Background: an optimization exercise with open tools, aiming at small area and a short achievable clock period. Do not read the settings as production practice.

==> module UnaryMultiplier, before the edit <==
module UnaryMultiplier
#(
    parameter INPUT_WIDTH = 32,
    parameter COUNT_WIDTH = $clog2(INPUT_WIDTH + 1),
    parameter EPSILON = 8
)
(
    input logic a,
    input logic b,
    input logic [1:0] ready,
    input logic clk,
    input logic reset,
    output logic valid,
    output logic y
);
    logic [5:0]  a_ones, b_ones, a_upper, b_upper, y_count;
    logic [5:0]  g_lower;    
    logic [5:0]  f_upper;    
    logic [10:0] d_upper, d_lower;
    logic        ea, eb, za, zb;
    logic        near_l, near_u, emit, bit1, done;
    logic [5:0]  ab_ones, ab_upper;
    logic [5:0]  a_ones_inc, b_ones_inc, a_upper_dec, b_upper_dec;
    logic [6:0]  hl, hu;
    logic [10:0] dl, du;
    logic [5:0]  yc;
    logic [3:0]  hg, hp;
    logic        c4, neg;
    always_comb begin
        ea = ready[0] & a;
        za = ready[0] & ~a;
        eb = ready[1] & b;
        zb = ready[1] & ~b;
        a_ones_inc = a_ones + 6'd1;
        b_ones_inc = b_ones + 6'd1;
        a_upper_dec = a_upper - 6'd1;
        b_upper_dec = b_upper - 6'd1;
        ab_ones = a_ones + b_ones + 6'd1;
        ab_upper = a_upper + b_upper - 6'd1;
        case ({g_lower[5:4], valid, y})
            4'b00_10: hl = 7'd1;
            4'b00_11: hl = 7'h7f;
            4'b01_10: hl = 7'd2;
            4'b01_11: hl = 7'd0;
            4'b10_10: hl = 7'd3;
            4'b10_11: hl = 7'd1;
            4'b11_10: hl = 7'd4;
            4'b11_11: hl = 7'd2;
            default:  hl = {5'd0, g_lower[5:4]};
        endcase
        dl = d_lower + {hl, g_lower[3:0]};
        case ({f_upper[5:4], valid, y})
            4'b11_10: hu = 7'h7d;
            4'b11_11: hu = 7'h7b;
            4'b10_10: hu = 7'h7e;
            4'b10_11: hu = 7'h7c;
            4'b01_10: hu = 7'h7f;
            4'b01_11: hu = 7'h7d;
            4'b00_10: hu = 7'h00;
            4'b00_11: hu = 7'h7e;
            default:  hu = {5'h1f, ~f_upper[5:4]};
        endcase
        du = d_upper + {hu, ~f_upper[3:0]} + 11'd1;
        yc = y_count + valid;
        done = yc[5];
        near_l = ~dl[10] | (&dl[9:7]);                              
        near_u = du[10] | (~|du[9:8] & (~du[7] | ~|du[6:4]));       
        hg = du[7:4] & dl[7:4];
        hp = du[7:4] ^ dl[7:4];
        c4 = hg[3] | (hp[3] & hg[2]) | (hp[3] & hp[2] & hg[1]) | (hp[3] & hp[2] & hp[1] & hg[0]);
        neg = (du[8] & dl[8]) | ((du[8] ^ dl[8]) & ~c4);
        bit1 = near_l & (~near_u | ~neg);
        emit = ~done & (near_l | near_u);
    end
    always_ff @(posedge clk or negedge reset) begin
        if (!reset) begin
            a_ones <= 0;
            b_ones <= 0;
            a_upper <= 6'd32;
            b_upper <= 6'd32;
            g_lower <= 0;
            f_upper <= 0;
            y_count <= 0;
            d_lower <= 11'h600;    
            d_upper <= 11'h200;    
            y <= 1'b0;
            valid <= 1'b0;
        end else begin
            if (ea) a_ones <= a_ones_inc;
            if (eb) b_ones <= b_ones_inc;
            if (za) a_upper <= a_upper_dec;
            if (zb) b_upper <= b_upper_dec;
            g_lower <= ({6{ea & ~eb}} & b_ones) | ({6{eb & ~ea}} & a_ones) | ({6{ea & eb}} & ab_ones);
            f_upper <= ({6{za & ~zb}} & b_upper) | ({6{zb & ~za}} & a_upper) | ({6{za & zb}} & ab_upper);
            y_count <= yc;
            d_lower <= dl;
            d_upper <= du;
            valid <= emit;
            y <= bit1;
        end
    end
endmodule
export LEC_CHECK = 0
export CAP_MARGIN = 20
export CORE_MARGIN = 2
export CORE_UTILIZATION = 40
export PLACE_DENSITY = 0.6
export SLEW_MARGIN = 20
create_clock -name core_clock -period 8.0 [get_ports {clk}]
standard.sh (not shown) runs the stock make flow with config.mk's settings and CLKGATE_MAP_FILE= SYNTH_SCRIPT=/design/flow/synth_recipe.tcl, a recipe that flattens the netlist after the stock synthesis.
==> flow/flow/run.sh <==
#!/bin/bash
# The standard layout, with plain buffers on the ports and timing repair
# aimed at a setup slack of SETUP_SLACK_MARGIN.
export BUFFER_PORTS_ARGS="-buffer_cell sky130_fd_sc_hd__buf_2"
export SETUP_SLACK_MARGIN=5.3
bash standard.sh > standard.log 2>&1
Change:
--- a/flow/design.v
+++ b/flow/design.v
@@ -18,8 +18,9 @@
     logic [5:0]  f_upper;    
     logic [10:0] d_upper, d_lower;
     logic        ea, eb, za, zb;
     logic        near_l, near_u, emit, bit1, done;
+    logic        up, dn;     
     logic [5:0]  ab_ones, ab_upper;
     logic [5:0]  a_ones_inc, b_ones_inc, a_upper_dec, b_upper_dec;
     logic [6:0]  hl, hu;
     logic [10:0] dl, du;
@@ -36,33 +37,33 @@
         a_upper_dec = a_upper - 6'd1;
         b_upper_dec = b_upper - 6'd1;
         ab_ones = a_ones + b_ones + 6'd1;
         ab_upper = a_upper + b_upper - 6'd1;
-        case ({g_lower[5:4], valid, y})
+        case ({g_lower[5:4], dn, up})
             4'b00_10: hl = 7'd1;
-            4'b00_11: hl = 7'h7f;
+            4'b00_01: hl = 7'h7f;
             4'b01_10: hl = 7'd2;
-            4'b01_11: hl = 7'd0;
+            4'b01_01: hl = 7'd0;
             4'b10_10: hl = 7'd3;
-            4'b10_11: hl = 7'd1;
+            4'b10_01: hl = 7'd1;
             4'b11_10: hl = 7'd4;
-            4'b11_11: hl = 7'd2;
+            4'b11_01: hl = 7'd2;
             default:  hl = {5'd0, g_lower[5:4]};
         endcase
         dl = d_lower + {hl, g_lower[3:0]};
-        case ({f_upper[5:4], valid, y})
+        case ({f_upper[5:4], dn, up})
             4'b11_10: hu = 7'h7d;
-            4'b11_11: hu = 7'h7b;
+            4'b11_01: hu = 7'h7b;
             4'b10_10: hu = 7'h7e;
-            4'b10_11: hu = 7'h7c;
+            4'b10_01: hu = 7'h7c;
             4'b01_10: hu = 7'h7f;
-            4'b01_11: hu = 7'h7d;
+            4'b01_01: hu = 7'h7d;
             4'b00_10: hu = 7'h00;
-            4'b00_11: hu = 7'h7e;
+            4'b00_01: hu = 7'h7e;
             default:  hu = {5'h1f, ~f_upper[5:4]};
         endcase
         du = d_upper + {hu, ~f_upper[3:0]} + 11'd1;
-        yc = y_count + valid;
+        yc = y_count + (up | dn);
         done = yc[5];
         near_l = ~dl[10] | (&dl[9:7]);                              
         near_u = du[10] | (~|du[9:8] & (~du[7] | ~|du[6:4]));       
         hg = du[7:4] & dl[7:4];
@@ -84,8 +85,10 @@
             d_lower <= 11'h600;    
             d_upper <= 11'h200;    
             y <= 1'b0;
             valid <= 1'b0;
+            up <= 1'b0;
+            dn <= 1'b0;
         end else begin
             if (ea) a_ones <= a_ones_inc;
             if (eb) b_ones <= b_ones_inc;
             if (za) a_upper <= a_upper_dec;
@@ -96,7 +99,9 @@
             d_lower <= dl;
             d_upper <= du;
             valid <= emit;
             y <= bit1;
+            up <= emit & bit1;
+            dn <= emit & ~bit1;
         end
     end
 endmodule
The changed run completed without violations.
Setup slack is worse by 0.24 ns.
Clock skew stays flat.
Hold slack hardly moves.
Non-clock buffer count is lower by 6.
Synthesized area is higher by 1.3%.
First-iteration DRC count is higher by 16%.
Core utilization is higher by 1.4 points.
Register-to-register slack is worse by 0.24 ns.
Fmax is lower by 7.5%.
Function was not checked in any run of this note: the RTL went through the layout flow alone.

-- port drivers added, routing unchanged --
No port has a modelled driver above. Below, the same layouts with a new extraction and two added sets of constraints. Step 1 assumes that a clkbuf_16 drives the clock port and a buf_2 every other input. Step 2 times the ports against the registers' clock, not the clock port: input delays grow and output delays shrink by t, the midpoint of the rising clock arrivals with the driver on. Three values: ideal ports, drivers, drivers and shift; two values: the first two.
run	t, ns	setup slack, ns	worst setup path at the end	worst slew at a driven data input, ns	pins driven straight from the clock port
the first run	0.381	5.004 / 5.004 / 5.004	register to register	0.03	1
the second run	0.371	4.760 / 4.760 / 4.760	register to register	0.03	1
After both steps setup and hold are still met in every run listed.
